Context: an optimization exercise on an open-source flow, tuned for small area. The choices shown serve that exercise and are no tape-out recipe. Function was checked by simulation only, so behaviour that the tests miss may differ from the original. Power and IR drop assume default switching activity.

`design/flow/run.sh`:
```
#!/bin/bash
# synth_recipe.tcl (not shown) runs the flow's synth.tcl, then flattens the netlist and writes it again
# the make line also repeats each setting of config.mk as NAME=value (left out here)
make -C /OpenROAD-flow-scripts/flow DESIGN_CONFIG=/design/flow/config.mk WORK_HOME=/design/flow/orfs CLKGATE_MAP_FILE= SYNTH_SCRIPT=/design/flow/synth_recipe.tcl finish
```
`design/flow/constraint.sdc`:
```
create_clock -name core_clock -period 15.0 [get_ports {clk}]
set_input_delay 3.0000 -clock core_clock [delete_from_list [all_inputs] [get_ports {clk}]]
set_output_delay 3.0000 -clock core_clock [all_outputs]
set_load 0.01 [all_outputs]
```
`design/flow/design.v`:
```
module FIRFilter #(
    parameter int COEFF_LENGTH = 23,   
    parameter int BITWIDTH = 24,   
    parameter logic [COEFF_LENGTH*BITWIDTH-1:0] COEFFS = '0
) (
    input clk_i,
    input reset_i,
    input tick_i,
    output logic done_o,
    input logic signed [BITWIDTH-1:0] signal_i,
    output logic signed [BITWIDTH-1:0] signal_o
);
  localparam int CoeffBitwidth = $clog2(COEFF_LENGTH);
  localparam logic [CoeffBitwidth-1:0] CoeffLengthReduced = CoeffBitwidth'(COEFF_LENGTH - 1);
  localparam logic signed [2*BITWIDTH-1:0] AccMax = {2'b01, {(2 * BITWIDTH - 2) {1'b0}}};
  localparam logic signed [2*BITWIDTH-1:0] AccMin = {2'b11, {(2 * BITWIDTH - 2) {1'b0}}};
  localparam logic signed [BITWIDTH-1:0] OutMax = {1'b0, {(BITWIDTH - 1) {1'b1}}};
  localparam logic signed [BITWIDTH-1:0] OutMin = {1'b1, {(BITWIDTH - 1) {1'b0}}};
  logic signed [BITWIDTH-1:0] data[COEFF_LENGTH];
  logic [CoeffBitwidth-1:0] count;
  logic signed [2*BITWIDTH-1:0] acc;
  logic signed [BITWIDTH-1:0] coeff_sel;
  logic done;
  localparam logic IDLE = 0;
  localparam logic RUN = 1;
  logic state;
  always_comb begin
    coeff_sel = '0;
    for (int k = 0; k < COEFF_LENGTH; k++) begin
      if (count == CoeffBitwidth'(k)) coeff_sel = COEFFS[k*BITWIDTH+:BITWIDTH];
    end
  end
  always @(posedge clk_i) begin : capture
    integer i;
    if (reset_i) begin
      for (i = 0; i < COEFF_LENGTH; i = i + 1) begin
        data[i] <= '0;
      end
    end
    else if (tick_i) begin
      for (i = 0; i < COEFF_LENGTH - 1; i = i + 1) begin
        data[i+1] <= data[i];
      end
      data[0] <= signal_i;
    end
  end
  always @(posedge clk_i) begin
    if (reset_i) begin
      state <= IDLE;
      done <= 1'b0;
    end
    else begin
      case (state)
        IDLE: begin
          done <= 1'b0;
          if (tick_i) begin
            count <= CoeffLengthReduced;
            acc <= 0;
            state <= RUN;
          end
        end
        RUN: begin
          count <= count - 1'b1;
          acc <= acc + data[count] * coeff_sel;
          if (count == 0) begin
            state <= IDLE;
            done <= 1'b1;
          end
        end
        default: begin
          state <= IDLE;
        end
      endcase
    end
  end
  always @(posedge clk_i) begin
    if (reset_i) begin
      signal_o <= '0;
      done_o <= 1'b0;
    end
    else begin
      done_o <= done;
      if (done) begin
        if (acc >= AccMax) begin
          signal_o <= OutMax;
        end
        else if (acc < AccMin) begin
          signal_o <= OutMin;
        end
        else begin
          signal_o <= acc[2*BITWIDTH-2:BITWIDTH-1];
        end
      end
    end
  end
endmodule
module LockInAmplifier #(
    parameter int NUM_BITS = 24
) (
    input logic clk_i,
    input logic reset_i,
    input logic tick_i,
    input logic signed [NUM_BITS-1:0] ch1_i,   
    input logic signed [NUM_BITS-1:0] ch2_i,   
    output logic signed [NUM_BITS-1:0] x_o,
    output logic signed [NUM_BITS-1:0] y_o,
    output done_o
);
  logic signed [NUM_BITS-1:0] ch1_shifted;
  logic signed [NUM_BITS-1:0] ch1_delayed;
  logic signed [NUM_BITS-1:0] ch2_delayed;
  logic signed [NUM_BITS*2-1:0] ch1_delayed_mult_ch2;
  logic signed [NUM_BITS*2-1:0] ch1_shifted_mult_ch2;
  HilbertTransformer shift1 (
      .clk_i(clk_i),
      .reset_i(reset_i),
      .tick_i(tick_i),
      .signal_i(ch1_i),
      .signal_o(ch1_shifted),
      .done_o()
  );
  DelayLine delay1 (
      .clk_i(clk_i),
      .reset_i(reset_i),
      .tick_i(tick_i),
      .signal_i(ch1_i),
      .signal_o(ch1_delayed),
      .done_o()
  );
  DelayLine delay2 (
      .clk_i(clk_i),
      .reset_i(reset_i),
      .tick_i(tick_i),
      .signal_i(ch2_i),
      .signal_o(ch2_delayed),
      .done_o()
  );
  assign ch1_delayed_mult_ch2 = ch1_delayed * ch2_delayed;
  assign ch1_shifted_mult_ch2 = ch1_shifted * ch2_delayed;
  logic signed [NUM_BITS-1:0] filtered_1;
  logic signed [NUM_BITS-1:0] filtered_2;
  LockInLowPass lpf1 (
      .clk_i(clk_i),
      .reset_i(reset_i),
      .signal_i(ch1_delayed_mult_ch2[2*NUM_BITS-1:24]),
      .signal_o(filtered_1),
      .tick_i(tick_i),
      .done_o(done_o)
  );
  LockInLowPass lpf2 (
      .clk_i(clk_i),
      .reset_i(reset_i),
      .signal_i(ch1_shifted_mult_ch2[2*NUM_BITS-1:24]),
      .signal_o(filtered_2),
      .tick_i(tick_i),
      .done_o()
  );
  assign x_o = filtered_1;
  assign y_o = filtered_2;
endmodule
module HilbertTransformer (
    input clk_i,
    input reset_i,
    input tick_i,
    input logic signed [23:0] signal_i,
    output logic signed [23:0] signal_o,
    output logic done_o
);
  localparam int NumOfStages = 23;
  localparam logic [NumOfStages*24-1:0] Coeffs = {
      24'sd0, 24'sd0, 24'sd19348, 24'sd0, 24'sd121992, 24'sd0,
      24'sd442606, 24'sd0, 24'sd1310247, 24'sd0, 24'sd5164372, 24'sd0,
      -24'sd5164372, 24'sd0, -24'sd1310247, 24'sd0, -24'sd442606, 24'sd0,
      -24'sd121992, 24'sd0, -24'sd19348, 24'sd0, 24'sd0
  };
  FIRFilter #(
      .COEFF_LENGTH(NumOfStages),
      .COEFFS(Coeffs)
  ) shift1 (
      .clk_i(clk_i),
      .reset_i(reset_i),
      .tick_i(tick_i),
      .signal_i(signal_i),
      .signal_o(signal_o),
      .done_o(done_o)
  );
endmodule
module DelayLine (
    input clk_i,
    input reset_i,
    input tick_i,
    input logic signed [23:0] signal_i,
    output logic signed [23:0] signal_o,
    output logic done_o
);
  localparam int NumOfStages = 23;
  localparam logic [NumOfStages*24-1:0] Coeffs = {
      24'sd0, 24'sd0, 24'sd0, 24'sd0, 24'sd0, 24'sd0,
      24'sd0, 24'sd0, 24'sd0, 24'sd0, 24'sd0, 24'sd8388607,
      24'sd0, 24'sd0, 24'sd0, 24'sd0, 24'sd0, 24'sd0,
      24'sd0, 24'sd0, 24'sd0, 24'sd0, 24'sd0
  };
  FIRFilter #(
      .COEFF_LENGTH(NumOfStages),
      .COEFFS(Coeffs)
  ) shift1 (
      .clk_i(clk_i),
      .reset_i(reset_i),
      .tick_i(tick_i),
      .signal_i(signal_i),
      .signal_o(signal_o),
      .done_o(done_o)
  );
endmodule
module LockInLowPass (
    input clk_i,
    input reset_i,
    input tick_i,
    input logic signed [23:0] signal_i,
    output logic signed [23:0] signal_o,
    output logic done_o
);
  localparam int NumOfStages = 41;
  localparam logic [NumOfStages*24-1:0] Coeffs = {
      24'sd144, 24'sd797, 24'sd2561, 24'sd6017, 24'sd11095, 24'sd16239,
      24'sd17830, 24'sd10563, -24'sd10688, -24'sd47567, -24'sd94469, -24'sd136116,
      -24'sd148413, -24'sd103711, 24'sd20196, 24'sd229968, 24'sd509453, 24'sd818924,
      24'sd1102458, 24'sd1302031, 24'sd1373963, 24'sd1302031, 24'sd1102458, 24'sd818924,
      24'sd509453, 24'sd229968, 24'sd20196, -24'sd103711, -24'sd148413, -24'sd136116,
      -24'sd94469, -24'sd47567, -24'sd10688, 24'sd10563, 24'sd17830, 24'sd16239,
      24'sd11095, 24'sd6017, 24'sd2561, 24'sd797, 24'sd144
  };
  FIRFilter #(
      .COEFF_LENGTH(NumOfStages),
      .COEFFS(Coeffs)
  ) shift1 (
      .clk_i(clk_i),
      .reset_i(reset_i),
      .tick_i(tick_i),
      .signal_i(signal_i),
      .signal_o(signal_o),
      .done_o(done_o)
  );
endmodule
module CordicFSM #(
    parameter int BIT_WIDTH_IN = 24,
    parameter int BIT_WIDTH_OUT = 26,
    parameter int PI = 8388607,
    parameter logic [BIT_WIDTH_IN*BIT_WIDTH_IN-1:0] ANGLE_TABLE = '0
) (
    input logic clk_i,   
    input logic reset_i,   
    input logic start_i,   
    input logic signed [BIT_WIDTH_IN-1:0] sin_i,   
    input logic signed [BIT_WIDTH_IN-1:0] cos_i,   
    output logic signed [BIT_WIDTH_OUT-1:0] phi_o,   
    output logic signed [BIT_WIDTH_IN:0] r_o,   
    output logic done_o   
);
  parameter int ITERATOR_WIDTH = $clog2(BIT_WIDTH_IN);   
  typedef enum logic [2:0] {
    IDLE,   
    FLIP,   
    ITERATE,   
    DONE   
  } state_e;
  typedef struct packed {
    state_e state;
    logic [ITERATOR_WIDTH-1:0] i;   
    logic signed [BIT_WIDTH_IN:0] x;   
    logic signed [BIT_WIDTH_IN:0] y;   
    logic signed [BIT_WIDTH_OUT-1:0] phi;   
    logic signed [BIT_WIDTH_OUT-1:0] phi_final;   
    logic signed [BIT_WIDTH_IN:0] r_final;   
  } state_t;
  state_t state_d;
  state_t state_q;
  localparam logic signed [BIT_WIDTH_OUT-1:0] PiOut = BIT_WIDTH_OUT'(PI);
  logic signed [BIT_WIDTH_IN-1:0] angle;
  always_comb begin
    angle = '0;
    for (int k = 0; k < BIT_WIDTH_IN; k++) begin
      if (state_q.i == ITERATOR_WIDTH'(k)) angle = ANGLE_TABLE[k*BIT_WIDTH_IN+:BIT_WIDTH_IN];
    end
  end
  always_ff @(posedge clk_i) begin
    if (reset_i) state_q.state <= IDLE;
    else state_q <= state_d;
  end   
  always_comb begin
    state_d = state_q;
    case (state_q.state)
      IDLE: begin
        state_d.i = 0;
        state_d.x = (BIT_WIDTH_IN + 1)'(sin_i);
        state_d.y = (BIT_WIDTH_IN + 1)'(cos_i);
        state_d.phi = 0;
        if (start_i) state_d.state = FLIP;
      end
      FLIP: begin
        if ($signed(state_q.x) < 0) begin
          state_d.x = -state_q.x;
          state_d.y = -state_q.y;
          if ($signed(state_q.y) > 0) state_d.phi = PiOut;
          else state_d.phi = -PiOut;
        end
        state_d.state = ITERATE;
      end
      ITERATE: begin
        if (state_q.i == ITERATOR_WIDTH'(BIT_WIDTH_IN - 1)) begin
          state_d.state = DONE;
          state_d.phi_final = state_q.phi;
          state_d.r_final = state_q.x;
        end
        else begin
          if ($signed(state_q.y) >= 0) begin
            state_d.x = $signed(state_q.x) + ($signed(state_q.y) >>> state_q.i);
            state_d.y = $signed(state_q.y) - ($signed(state_q.x) >>> state_q.i);
            state_d.phi = state_q.phi + BIT_WIDTH_OUT'(angle);
          end
          else begin
            state_d.x = $signed(state_q.x) - ($signed(state_q.y) >>> state_q.i);
            state_d.y = $signed(state_q.y) + ($signed(state_q.x) >>> state_q.i);
            state_d.phi = state_q.phi - BIT_WIDTH_OUT'(angle);
          end
          state_d.i = state_q.i + 1;
        end
      end
      DONE: begin
        state_d.state = IDLE;
      end
      default: begin
        state_d.state = IDLE;
      end
    endcase
    phi_o = state_q.phi_final;
    r_o = state_q.r_final;
    done_o = (state_q.state == DONE);
  end   
endmodule
module OpdDemodulator (
    input logic clk,
    input logic reset,
    input logic tick_i,
    input logic signed [23:0] ref_i,   
    input logic signed [23:0] sig_i,   
    output logic signed [23:0] x_o,
    output logic signed [23:0] y_o,
    output logic signed [31:0] phi_o,
    output logic signed [24:0] r_o,
    output logic done_o
);
  localparam logic [24*24-1:0] AngleTable = {
    24'sd0, 24'sd0, 24'sd1, 24'sd2, 24'sd5, 24'sd10,
    24'sd20, 24'sd40, 24'sd81, 24'sd162, 24'sd325, 24'sd651,
    24'sd1303, 24'sd2607, 24'sd5215, 24'sd10430, 24'sd20860, 24'sd41718,
    24'sd83415, 24'sd166669, 24'sd332049, 24'sd654136, 24'sd1238020, 24'sd2097151
  };
  logic opd_done_o;
  logic signed [23:0] opd_x;
  logic signed [23:0] opd_y;
  LockInAmplifier opd_lockin (
      .clk_i(clk),
      .reset_i(reset),
      .tick_i(tick_i),
      .ch1_i(ref_i),
      .ch2_i(sig_i),
      .x_o(opd_x),
      .y_o(opd_y),
      .done_o(opd_done_o)
  );
  CordicFSM #(
      .BIT_WIDTH_IN(24),
      .BIT_WIDTH_OUT(32),
      .PI(8388607),
      .ANGLE_TABLE(AngleTable)
  ) cordic (
      .clk_i(clk),
      .start_i(opd_done_o),
      .reset_i(reset),
      .sin_i(opd_y),
      .cos_i(opd_x),
      .phi_o(phi_o),
      .r_o(r_o),
      .done_o(done_o)
  );
  assign x_o = opd_x;
  assign y_o = opd_y;
endmodule
```
`design/flow/config.mk`:
```
export PLATFORM = sky130hd
export DESIGN_NAME = OpdDemodulator
export DESIGN_NICKNAME = OpdDemodulator
export VERILOG_FILES = /design/flow/design.v
export SDC_FILE = /design/flow/constraint.sdc
export NUM_CORES = 4
export LEC_CHECK = 0
export CAP_MARGIN = 20
export CORE_MARGIN = 2
export CORE_UTILIZATION = 45
export PLACE_DENSITY = 0.6
export SLEW_MARGIN = 20
```
==> impl_metrics.csv <==
group,metric,value,unit
logic_synthesis,synthTopCellsByCount,"4310 x inv_1, 3877 x fa_1, 3792 x nor2_1, 3205 x dfxtp_1, 3121 x mux2i_1",
sta,finalCritPeriodShare,86.7,%
logic_synthesis,synth_edf_count,411,
cts,cts_tree,"built",
global_route,antenna_found_initial,11,
critical_path,worstSetupPathType,"reg -> reg",
pwr,p_int,17700,µW
logic_synthesis,async_flop_share,0,%
sta,rsz0062_at_grt,"no",
floorplanning,start_util,45.1,%
logic_synthesis,synth_top_area_share,26.4,%
cells_and_area,fin_nets,35200,
global_route,grt_pass1_vias,227000,
critical_path,worstSetupEndpointType,"flip-flop",
critical_path,crit_path_frequent_cell,"fa_1",
pwr,swShare,30.2,%
cells_and_area,syn2layout_area_growth,8.21,%
placed_design,io_buffers,156,
pwr,leakagePower,0.139,µW
critical_path,reg2reg_slack,2.00,ns
logic_synthesis,synthTopCellsByArea,"fa_1 26%, dfxtp_1 22%, mux2i_1 11%, inv_1 5.5%, ha_1 4.9%",
cts,cts_buffers,397,
sta,fin_setup_tns,0,ns
detailed_routing,drc,0,
critical_path,worstPathRequired,15.73,ns
placed_design,dpl.hpwl,634000,µm
global_route,grt_pass1_wl,1390000,µm
logic_synthesis,synth-seq-cells,3616,
cells_and_area,n_fill_cell,61000,
logic_synthesis,syn_area_per_cell,9.51,µm²
logic_synthesis,ys.warnings.count,7,
cts,ctsResizeCount,0,
pwr,power.switching,7670,µW
critical_path,cp.arrival,13.73,ns
cts,insertion_delay,1.13,ns
critical_path,reg2reg_depth,36,
min_path,hold_class,"reg -> reg",
logic_synthesis,synth_area,0.294,mm²
placed_design,dp_cells,38400,
sta,skew,0.143,ns
cells_and_area,design_area,0.318,mm²
cts,cts.sinks,3616,
pwr,p_total,25400,µW
pwr,power.density,79.8,mW/mm²
logic_synthesis,yosysSeqAreaShare,26.0,%
floorplanning,rows,297,
global_route,gr-total-overflow,0,
logic_synthesis,synth_top_flop_cell,"dfxtp_1",
critical_path,r2r-start,"opd_lockin.lpf2.shift1.count[2]",
min_path,min_to,"opd_lockin.lpf1.shift1.data[36][3]",
critical_path,cp_slowest_cell,"nand2_1",
critical_path,max_stage_delay,0.90,ns
floorplanning,io_pins,157,
pwr,seqPwrFrac,40.2,%
cells_and_area,drive_above_1_share,5.36,%
detailed_routing,via_per_inst,5.67,
sta,timing.fmax,0.0769,GHz
critical_path,rr_endpoint,"opd_lockin.lpf2.shift1.acc[43]",
sta,hold_viol,0,
cts,cts_setup_buffers,0,
cts,clockRootBuffer,"clkbuf_16",
logic_synthesis,synth_most_common_cell,"inv_1",
flow_run,cap_violations,0,
cts,clkSlewWorstSetupHoldPaths,0.06,ns
floorplanning,die-area,0.660,mm²
critical_path,crit_path_start_kind,"flip-flop",
logic_synthesis,synth_cell_type_count,113,
sta,slew_viol_final,0,
global_route,grt_max_degree,231,
detailed_routing,wire_per_inst,23.1,µm
detailed_routing,drtIter0Drc,22600,
logic_synthesis,synth_top_area_cell,"fa_1",
floorplanning,fp.dieH,813,µm
sta,worstMarginPinSlew,1.25,ns
pwr,p_comb_share,19.8,%
logic_synthesis,netlist_instances,30900,
floorplanning,die_width,813,µm
sta,setup_viol,0,
placed_design,pre_cts_ws,2.13,ns
critical_path,crit_fanout,29,
min_path,min_delay_path_depth,2,
placed_design,gp_congestion,0.934,
pwr,ir_worst_vdd,108,µV
floorplanning,coreArea,0.653,mm²
run_status,outcome,"finished clean",
placed_design,place_area,0.305,mm²
detailed_routing,drt-pass1-iter-count,11,
cts,clk_path_buf_depth,4,
cells_and_area,fin_cells,39100,
sta,layout_setup_ws,2.00,ns
cts,cts.hold.buffers_added,0,
sta,relSlewSlack,15.6,%
global_route,grt_use_total,27.0,%
detailed_routing,ant_nets,0,
cts,h-tree-depth,5,
pwr,p_clk_share,40.1,%
sta,period_minus_slack,13.00,ns
detailed_routing,num_vias,222000,
detailed_routing,drt-total-wl,905000,µm
min_path,hold_start,"opd_lockin.lpf1.shift1.data[35][3]",
[final cells by class]
cell class                 count  area [µm²]  area share, %
antenna                        6        15.0        0.00472
inverter                    4322       16200           5.09
tap                         8671       10800           3.41
timing repair buffer         680        5780           1.82
multi-input combinational  21100      196000           61.4
sequential                  3616       76500           24.0
clock inverter               157        2020          0.635
clock buffer                 573       11500           3.61
[metrics by stage]
stage               util (%)  hold slack [ns]
global placement        46.7            0.458
global route            48.8            0.459
floorplan                  -            0.424
CTS                     48.8            0.417
detailed placement      46.7            0.446
finish                  48.8            0.422
[placed cells by master (no fill, tap or decap), types with 99 or more instances in the layout]
cell type,synthesis,layout
and2_1,899,898
nor3_1,230,225
inv_1,4310,4310
nand3_1,263,263
a221oi_1,207,201
nand2b_1,151,151
nand2_1,2423,2421
a22oi_1,1243,1243
fa_1,3877,3877
o21ai_0,424,423
a21oi_1,658,625
nor4_1,105,99
nand4_1,314,314
xnor2_1,375,375
xor2_1,162,162
mux2i_1,3121,3120
dfxtp_1,3205,3179
a22o_1,178,178
ha_1,1156,1153
buf_4,62,504
clkdlybuf4s50_1,0,154
edfxtp_1,411,411
clkbuf_16,0,400
nor2_1,3792,3693
a21o_1,257,256
[power by group through the flow]
| stage | Combinational, µW | Sequential (µW) | Clock (µW) |
|---|---|---|---|
| global placement | 4930 | 10400 | 0 |
| finish | 5020 | 10200 | 10200 |
| global route | 5570 | 10200 | 10700 |
| CTS | 5000 | 10200 | 10400 |
| detailed placement | 4970 | 10400 | 0 |
| floorplan | 3790 | 10300 | 0 |
[flip-flops by register name (all words and copies together), names as in the netlist, 48 cells and up]
name	cells
cordic.state_q	146
opd_lockin.delay1.shift1.acc	48
opd_lockin.delay1.shift1.data	336
opd_lockin.delay2.shift1.acc	48
opd_lockin.delay2.shift1.data	552
opd_lockin.lpf1.shift1.acc	48
opd_lockin.lpf1.shift1.data	984
opd_lockin.lpf2.shift1.acc	48
opd_lockin.lpf2.shift1.data	984
opd_lockin.shift1.shift1.acc	48
opd_lockin.shift1.shift1.data	216
[critical path: cells and delay by family (launching register included)]
| family | cells | cell delay (ns) |
|---|---|---|
| flip-flops | 1 | 0.77 |
| adder cells (fa/ha/maj) | 8 | 3.90 |
| AND/OR/NAND/NOR | 12 | 3.71 |
| AO/OA/AOI/OAI | 8 | 3.03 |
| buffers and inverters | 7 | 1.04 |
| multiplexers | 1 | 0.14 |
[routing by layer]
layer	vias to the layer above	track usage, %	part of all wire [%]
met4	4	9.85	4.4
met5	-	0	0.015
met2	8478	43.8	46
li1	99200	-	-
met3	1996	4.00	7.1
met1	112000	36.7	43
[how the worst max path moves through the flow]
stage                                    start                              to  slack, ns
2_1_floorplan                            reset             cordic.state_q[100]       1.96
3_3_place_gp   opd_lockin.lpf2.shift1.count[4]  opd_lockin.lpf2.shift1.acc[43]       2.22
3_5_place_dp   opd_lockin.lpf2.shift1.count[4]  opd_lockin.lpf2.shift1.acc[43]       2.13
4_1_cts        opd_lockin.lpf2.shift1.count[4]  opd_lockin.lpf2.shift1.acc[43]       1.94
5_1_grt        opd_lockin.lpf2.shift1.count[0]  opd_lockin.lpf2.shift1.acc[43]       1.35
6_report       opd_lockin.lpf2.shift1.count[2]  opd_lockin.lpf2.shift1.acc[43]       2.00
[logic make-up (layout without fill, tap and decap cells)]
kind of cell,after synthesis,after routing,share of synthesized area [%]
AOI/OAI and AO/OA,3698,3698,8.84
xor gates and xnor gates,537,537,1.60
adders and majority gates,5038,5038,31.3
buffers and inverters,6209,5732,8.07
DFF,3616,3616,26.0
muxes,3219,3219,11.2
other,1,8,0.00127
and+or+nand+nor,8617,8617,13.0

afterwards: timing with drivers on the ports:
No port has a modelled driver above. Below, the same layout with a new extraction and two added sets of constraints.
Step 1, drivers: a clkbuf_16 drives clk and a buf_2 each remaining input, both assumed.
Step 2 moves the port delays by t, midway between the first and last clock arrival at a register: inputs arrive t later, outputs are due t later. That takes back most of the time a late clock gives input paths.
Slacks: ideal / step 1 / step 2; pairs: ideal / step 1.
t (ns): 1.191
setup WS [ns]: 1.996 / 1.996 / 1.996
cell pins on the clock port's net: 1
After both steps setup and hold are still met in this run. For this run, drivers alone change the setup slack by 0.000 ns; drivers and shift together by 0.000 ns.
